What follows belongs to an exercise in optimizing a design on an open flow for small area and a short achievable clock period; a production flow would make more cautious choices.
In this exercise RTL edits were held to simulation tests only and were not proved equivalent to the original.

==> build 40: inputs <==
## unidadeProcessamento
module unidadeProcessamento(clk, instr, switches, reset, zero, neg, overflow, nHLT, endereco, result,
sdmilhao, smilhao, scmilhar, sdmilhar, smilhar ,scentesimal, sdecimal, sunidade) ;
	input clk;
	input [31:0] instr;
	input [17:0] switches;
	input reset;
	input nHLT;
	output zero, neg, overflow;
	output [8:0] endereco;
	output [31:0] result;
	output [6:0] sdmilhao, smilhao, scmilhar, sdmilhar, smilhar ,scentesimal, sdecimal, sunidade;
	wire [5:0] op = instr[31:26];
	wire [4:0] fA = instr[25:21];
	wire [4:0] fB = instr[20:16];
	wire [4:0] fC = instr[15:11];
	reg [8:0] pc;
	assign endereco = pc;
	wire [31:0] DA, DB, rdMem;
	wire eq, lt, gt;
	ULA Unidade_Logica_Aritmetica(.op(op), .DA(DA), .DB(DB), .imm(instr[20:0]),
		.result(result), .overflow(overflow), .eq(eq), .lt(lt), .gt(gt));
Settings: LEC_CHECK=0, ABC_AREA=1, CAP_MARGIN=20, CORE_MARGIN=2, CORE_UTILIZATION=62, PLACE_DENSITY=0.7, SLEW_MARGIN=20, SYNTH_HIERARCHICAL=1; clock period 550.0 ns.
run.sh (not shown) runs the stock make flow with config.mk's settings and CLKGATE_MAP_FILE= SYNTH_SCRIPT=/design/flow/synth_recipe.tcl, a recipe that flattens the netlist after the stock synthesis.
==> trial 90: changes against build 40 <==
--- a/flow/design.v
+++ b/flow/design.v
@@ -1,31 +1,21 @@
-module rca #(parameter W = 32) (a, b, ci, s, co);
-	input [W-1:0] a, b;
-	input ci;
-	output [W-1:0] s;
-	output co;
-	wire [W:0] c;
-	assign c[0] = ci;
-	genvar i;
-	generate for (i = 0; i < W; i = i + 1) begin : fab
-		assign s[i] = a[i] ^ b[i] ^ c[i];
-		assign c[i+1] = (a[i] & b[i]) | (c[i] & (a[i] ^ b[i]));
-	end endgenerate
-	assign co = c[W];
-endmodule
-module divu32(n, d, q, r);
+module divu32(n, d, q, r, rz);
 	input [31:0] n, d;
 	output [31:0] q, r;
+	output rz;       
 	wire [33:0] d1 = {2'b00, d};
 	wire [33:0] d3 = d1 + {1'b0, d, 1'b0};
-	wire [34:0] hz1, hz3;    
+	wire [34:0] hz1;         
 	assign hz1[34] = 1'b1;
-	assign hz3[34] = 1'b1;
 	genvar k;
 	generate for (k = 33; k >= 0; k = k - 1) begin : hz
 		assign hz1[k] = hz1[k+1] & ~d1[k];
-		assign hz3[k] = hz3[k+1] & ~d3[k];
+	end endgenerate
+	wire [32:0] hz3;
+	generate for (k = 2; k <= 32; k = k + 2) begin : h3
+		localparam [63:0] K = ((64'd1 << k) - 64'd1) / 64'd3;
+		assign hz3[k] = hz1[k-1] & (d[k-2:0] <= K[k-2:0]);
 	end endgenerate
 	wire [31:0] rm [0:16];
 	assign rm[16] = 32'd0;
 	genvar s, m, l, i;
 	generate for (s = 15; s >= 0; s = s - 1) begin : st
@@ -73,10 +63,12 @@
 		assign q[2*s+1] = ge[2];
 		assign q[2*s] = ge[3] | (ge[1] & ~ge[2]);
 		wire [W-1:0] nr = ge[3] ? f[3] : ge[2] ? f[2] : ge[1] ? f[1] : x;
 		if (W == 32) begin : last
 			assign rm[s] = nr;
+			wire z1 = ~|f[1], z2 = ~|f[2], z3 = ~|f[3], z0 = ~|x;
+			assign rz = ge[3] ? z3 : ge[2] ? z2 : ge[1] ? z1 : z0;
 		end else begin : mid
 			assign rm[s] = {{(32-W){1'b0}}, nr};
 		end
 	end endgenerate
 	assign r = rm[0];
@@ -1007,67 +999,84 @@
 	generate for (i = 1; i < 32; i = i + 1) begin : ge
 		assign g[i] = b[i] & ta[32-i];
 	end endgenerate
 	assign ovf = (|g) | pr[32];
 endmodule
-module ULA(op, DA, DB, imm, result, overflow, eq, lt, gt);
+module ULA(op, DA, DB, imm, result, overflow, zero, eq, lt, gt, maddr);
 	input [5:0] op;
 	input [31:0] DA, DB;
 	input [20:0] imm;
 	output reg [31:0] result;
 	output reg overflow;
+	output zero;
 	output eq, lt, gt;
+	output [4:0] maddr;      
 	wire i16 = (op == 6'd2) | (op == 6'd3) | (op == 6'd7) | (op == 6'd8) | (op == 6'd11) |
 	           (op == 6'd12) | (op == 6'd25) | (op == 6'd33) | (op == 6'd34) | (op == 6'd38) | (op == 6'd39);
 	wire i21 = (op == 6'd30) | (op == 6'd32);
 	wire i12 = (op == 6'd27) | (op == 6'd28) | (op == 6'd42) | (op == 6'd43);
 	wire [31:0] B = i16 ? {16'd0, imm[15:0]} : i21 ? {11'd0, imm} : i12 ? {20'd0, imm[20:9]} : DB;
 	wire isadd = (op == 6'd0) | (op == 6'd2) | (op == 6'd7) | (op == 6'd8);
 	wire [31:0] sum;
 	wire cy;
-	rca #(32) as (.a(DA), .b(isadd ? B : ~B), .ci(~isadd), .s(sum), .co(cy));
+	wire [31:0] bb = isadd ? B : ~B;
+	wire [32:0] ac;
+	assign ac[0] = ~isadd;
+	genvar ai;
+	generate for (ai = 0; ai < 32; ai = ai + 1) begin : addb
+		assign sum[ai] = DA[ai] ^ bb[ai] ^ ac[ai];
+		assign ac[ai+1] = (DA[ai] & bb[ai]) | (ac[ai] & (DA[ai] ^ bb[ai]));
+	end endgenerate
+	assign cy = ac[32];
 	assign eq = ~|sum;
 	assign lt = ~cy;
 	assign gt = cy & ~eq;
 	wire [31:0] prod;
 	wire movf;
 	mul32lo mu (.a(DA), .b(B), .p(prod), .ovf(movf));
 	wire [31:0] quo, rem;
-	divu32 dv (.n(DA), .d(B), .q(quo), .r(rem));
+	wire remz;
+	divu32 dv (.n(DA), .d(B), .q(quo), .r(rem), .rz(remz));
+	assign maddr = cy ? 5'd0 : sum[4:0];
 	wire right = (op == 6'd12);
 	reg [31:0] rin, rout;
 	integer t;
 	always @(*)
 		for (t = 0; t < 32; t = t + 1) rin[t] = right ? DA[31-t] : DA[t];
 	wire [31:0] sh = (|imm[15:5]) ? 32'd0 : (rin << imm[4:0]);
 	always @(*)
 		for (t = 0; t < 32; t = t + 1) rout[t] = right ? sh[31-t] : sh[t];
+	reg [31:0] rest;
 	always @(*) begin
-		result = 32'd0;
+		rest = 32'd0;
 		overflow = 1'b0;
 		case (op)
-			6'd0, 6'd2, 6'd7, 6'd8: begin result = cy ? 32'd0 : sum; overflow = cy; end
-			6'd1, 6'd3: result = sum;
-			6'd4, 6'd38: result = DA & B;
-			6'd5, 6'd39: result = DA | B;
-			6'd6: result = {31'd0, ~|DA};
-			6'd11, 6'd12: result = rout;
-			6'd15, 6'd16, 6'd27, 6'd28: result = {31'd0, ~eq};
-			6'd17: result = DA;
-			6'd18, 6'd33: result = {31'd0, lt};
-			6'd19, 6'd34: result = {31'd0, gt};
-			6'd24, 6'd25: begin result = movf ? 32'd0 : prod; overflow = movf; end
-			6'd29, 6'd30: result = quo;
-			6'd31, 6'd32: result = rem;
-			6'd35: result = DA ^ B;
-			6'd36: result = ~(DA & B);
-			6'd37: result = ~(DA | B);
-			6'd40, 6'd42: result = {31'd0, ~lt};
-			6'd41, 6'd43: result = {31'd0, ~gt};
+			6'd0, 6'd2, 6'd7, 6'd8: begin rest = cy ? 32'd0 : sum; overflow = cy; end
+			6'd1, 6'd3: rest = sum;
+			6'd4, 6'd38: rest = DA & B;
+			6'd5, 6'd39: rest = DA | B;
+			6'd6: rest = {31'd0, ~|DA};
+			6'd11, 6'd12: rest = rout;
+			6'd15, 6'd16, 6'd27, 6'd28: rest = {31'd0, ~eq};
+			6'd17: rest = DA;
+			6'd18, 6'd33: rest = {31'd0, lt};
+			6'd19, 6'd34: rest = {31'd0, gt};
+			6'd24, 6'd25: begin rest = movf ? 32'd0 : prod; overflow = movf; end
+			6'd35: rest = DA ^ B;
+			6'd36: rest = ~(DA & B);
+			6'd37: rest = ~(DA | B);
+			6'd40, 6'd42: rest = {31'd0, ~lt};
+			6'd41, 6'd43: rest = {31'd0, ~gt};
 			default: ;
 		endcase
 	end
+	wire isdiv = (op == 6'd29) | (op == 6'd30);
+	wire ismod = (op == 6'd31) | (op == 6'd32);
+	always @(*)
+		result = isdiv ? quo : ismod ? rem : rest;
+	wire hzd = ~|B;
+	assign zero = isdiv ? (lt & ~hzd) : ismod ? remz : ~|rest;
 endmodule
 module regFile(ck, we, wa, wd, ra1, ra2, rd1, rd2);
 	input ck, we;
 	input [4:0] wa, ra1, ra2;
 	input [31:0] wd;
@@ -1193,13 +1202,13 @@
 	wire [4:0] fC = instr[15:11];
 	reg [8:0] pc;
 	assign endereco = pc;
 	wire [31:0] DA, DB, rdMem;
 	wire eq, lt, gt;
+	wire [4:0] maddr;
 	ULA Unidade_Logica_Aritmetica(.op(op), .DA(DA), .DB(DB), .imm(instr[20:0]),
-		.result(result), .overflow(overflow), .eq(eq), .lt(lt), .gt(gt));
-	assign zero = ~|result;
+		.result(result), .overflow(overflow), .zero(zero), .eq(eq), .lt(lt), .gt(gt), .maddr(maddr));
 	assign neg = result[31];
 	reg we;
 	reg [1:0] dsel;    
 	reg [2:0] wsel;    
 	always @(*) begin
@@ -1226,11 +1235,11 @@
 			3'd5: wd = {23'd0, pc};
 			default: wd = result;
 		endcase
 	regFile Banco_de_Registradores(.ck(clk), .we(we), .wa(wa), .wd(wd),
 		.ra1(fA), .ra2(fB), .rd1(DA), .rd2(DB));
-	MEMdados memoria_de_dados(.ck(clk), .we(op == 6'd8), .addr(result[4:0]), .wd(DB), .rd(rdMem));
+	MEMdados memoria_de_dados(.ck(clk), .we(op == 6'd8), .addr(maddr), .wd(DB), .rd(rdMem));
 	reg taken;
 	always @(*)
 		case (op)
 			6'd15, 6'd27: taken = eq;
 			6'd16, 6'd28: taken = ~eq;
==> flow/flow/run.sh (new file) <==
#!/bin/bash
set -euo pipefail
HERE=$(pwd)
python3 "$HERE/flow/make_synth.py" "$FLOW_HOME/scripts/synth.tcl" "$HERE/synth_recipe.tcl" "$HERE" > "$HERE/make_synth.log" 2>&1
bash "$HERE/standard.sh" SYNTH_SCRIPT="$HERE/mixed_synth_recipe.tcl" finish > "$HERE/standard_make.log" 2>&1
==> flow/flow/make_synth.py (new file) <==
#!/usr/bin/env python3
"""Write mixed_synth.tcl (ORFS synth.tcl with ABC run per module) and
mixed_synth_recipe.tcl (synth_recipe.tcl sourcing it) into the work folder."""
import sys
orfs_synth, synth_recipe, out = sys.argv[1:4]
AREA_MODULES = "divu32 mul32lo"
s = open(orfs_synth).read()
old = "  log_cmd abc {*}$abc_args\n"
assert s.count(old) == 1, "abc call not found"
new = (
    "  set abc_rest [lrange $abc_args 2 end]\n"
    "  log_cmd abc -script $::env(SCRIPTS_DIR)/abc_area.script {*}$abc_rest " + AREA_MODULES + "\n"
    "  log_cmd abc -script $::env(SCRIPTS_DIR)/abc_speed.script {*}$abc_rest * "
    + " ".join(m + " %d" for m in AREA_MODULES.split()) + "\n"
)
s = s.replace(old, new)
open(out + "/mixed_synth.tcl", "w").write(s)
b = open(synth_recipe).read()
src = "source $::env(SCRIPTS_DIR)/synth.tcl"
assert b.count(src) == 1, "synth.tcl source line not found"
b = b.replace(src, "source " + out + "/mixed_synth.tcl")
open(out + "/mixed_synth_recipe.tcl", "w").write(b)
print("wrote", out + "/mixed_synth.tcl", out + "/mixed_synth_recipe.tcl")
==> flow/standard.sh (new file) <==
#!/bin/bash
# synth_recipe.tcl (not shown) runs the flow's synth.tcl, then flattens the netlist and writes it again
# the make line also repeats each setting of config.mk as NAME=value (left out here)
make -C /OpenROAD-flow-scripts/flow DESIGN_CONFIG=/design/flow/config.mk WORK_HOME=/design/flow/orfs CLKGATE_MAP_FILE= SYNTH_SCRIPT=/design/flow/synth_recipe.tcl "${@:-finish}"
ABC_AREA = 0   (was 1)
CORE_UTILIZATION = 70   (was 62)
CTS_CLUSTER_DIAMETER = 90   (was default)
CTS_CLUSTER_SIZE = 30   (was default)
PLACE_DENSITY = 0.78   (was 0.7)
removed: flow/run.sh
==> qor summary <==
| metric | trial 90 | build 40 |
|---|---|---|
| Result of the run | did not finish | finished clean |
| Last stage reached | global routing | - |
| Effective utilization at floorplan | 70.4% | 62.3% |
| Number of rows in the core area | 168 | 183 |
| # placed instances | 17400 | 23000 |
| Post-synthesis net count | 15800 | 20800 |
| Half-perimeter wire length after detailed placement | 437000 um | 426000 um |
| Average footprint of a synthesized cell | 10.3 sq um | 7.99 sq um |
| DP Worst Slack | 264140 ps | 260650 ps |
| Post-detailed-placement cell area | 155000 sq um | 163000 sq um |
| Number of instances in the synthesized netlist | 14400 | 19400 |
| Cell area after technology mapping | 147000 sq um | 155000 sq um |
| Vert. Die Dim | 463 um | 504 um |
| H-Tree Level Count | 3 | 4 |
| Global placer's final weighted congestion | 1.13 | 1.08 |
| X dimension of the die | 463 um | 504 um |

==> separate check: timing with driven ports <==
In the flow no input, the clock included, has a driving cell. The finished layout below was timed again as built, in two steps. Step 1 sets driving cells, clkbuf_16 on the clock port and buf_2 on the other inputs (assumed; they add their load-dependent delay and slew). Step 2 also shifts input and output timing later by t, the mid clock arrival at the registers, as if the neighbouring blocks saw the same clock. Slacks: ideal / step 1 / step 2; pairs: ideal / step 1.
run: build 40
t, ns: 0.977
slack for setup (ns): 258.644 / 258.623 / 258.623
slew at the worst register clock pin (ns): 0.08 / 0.08
After both steps build 40 still meets setup and hold. For build 40, drivers alone change the setup slack by -0.021 ns; drivers and shift together by -0.021 ns.
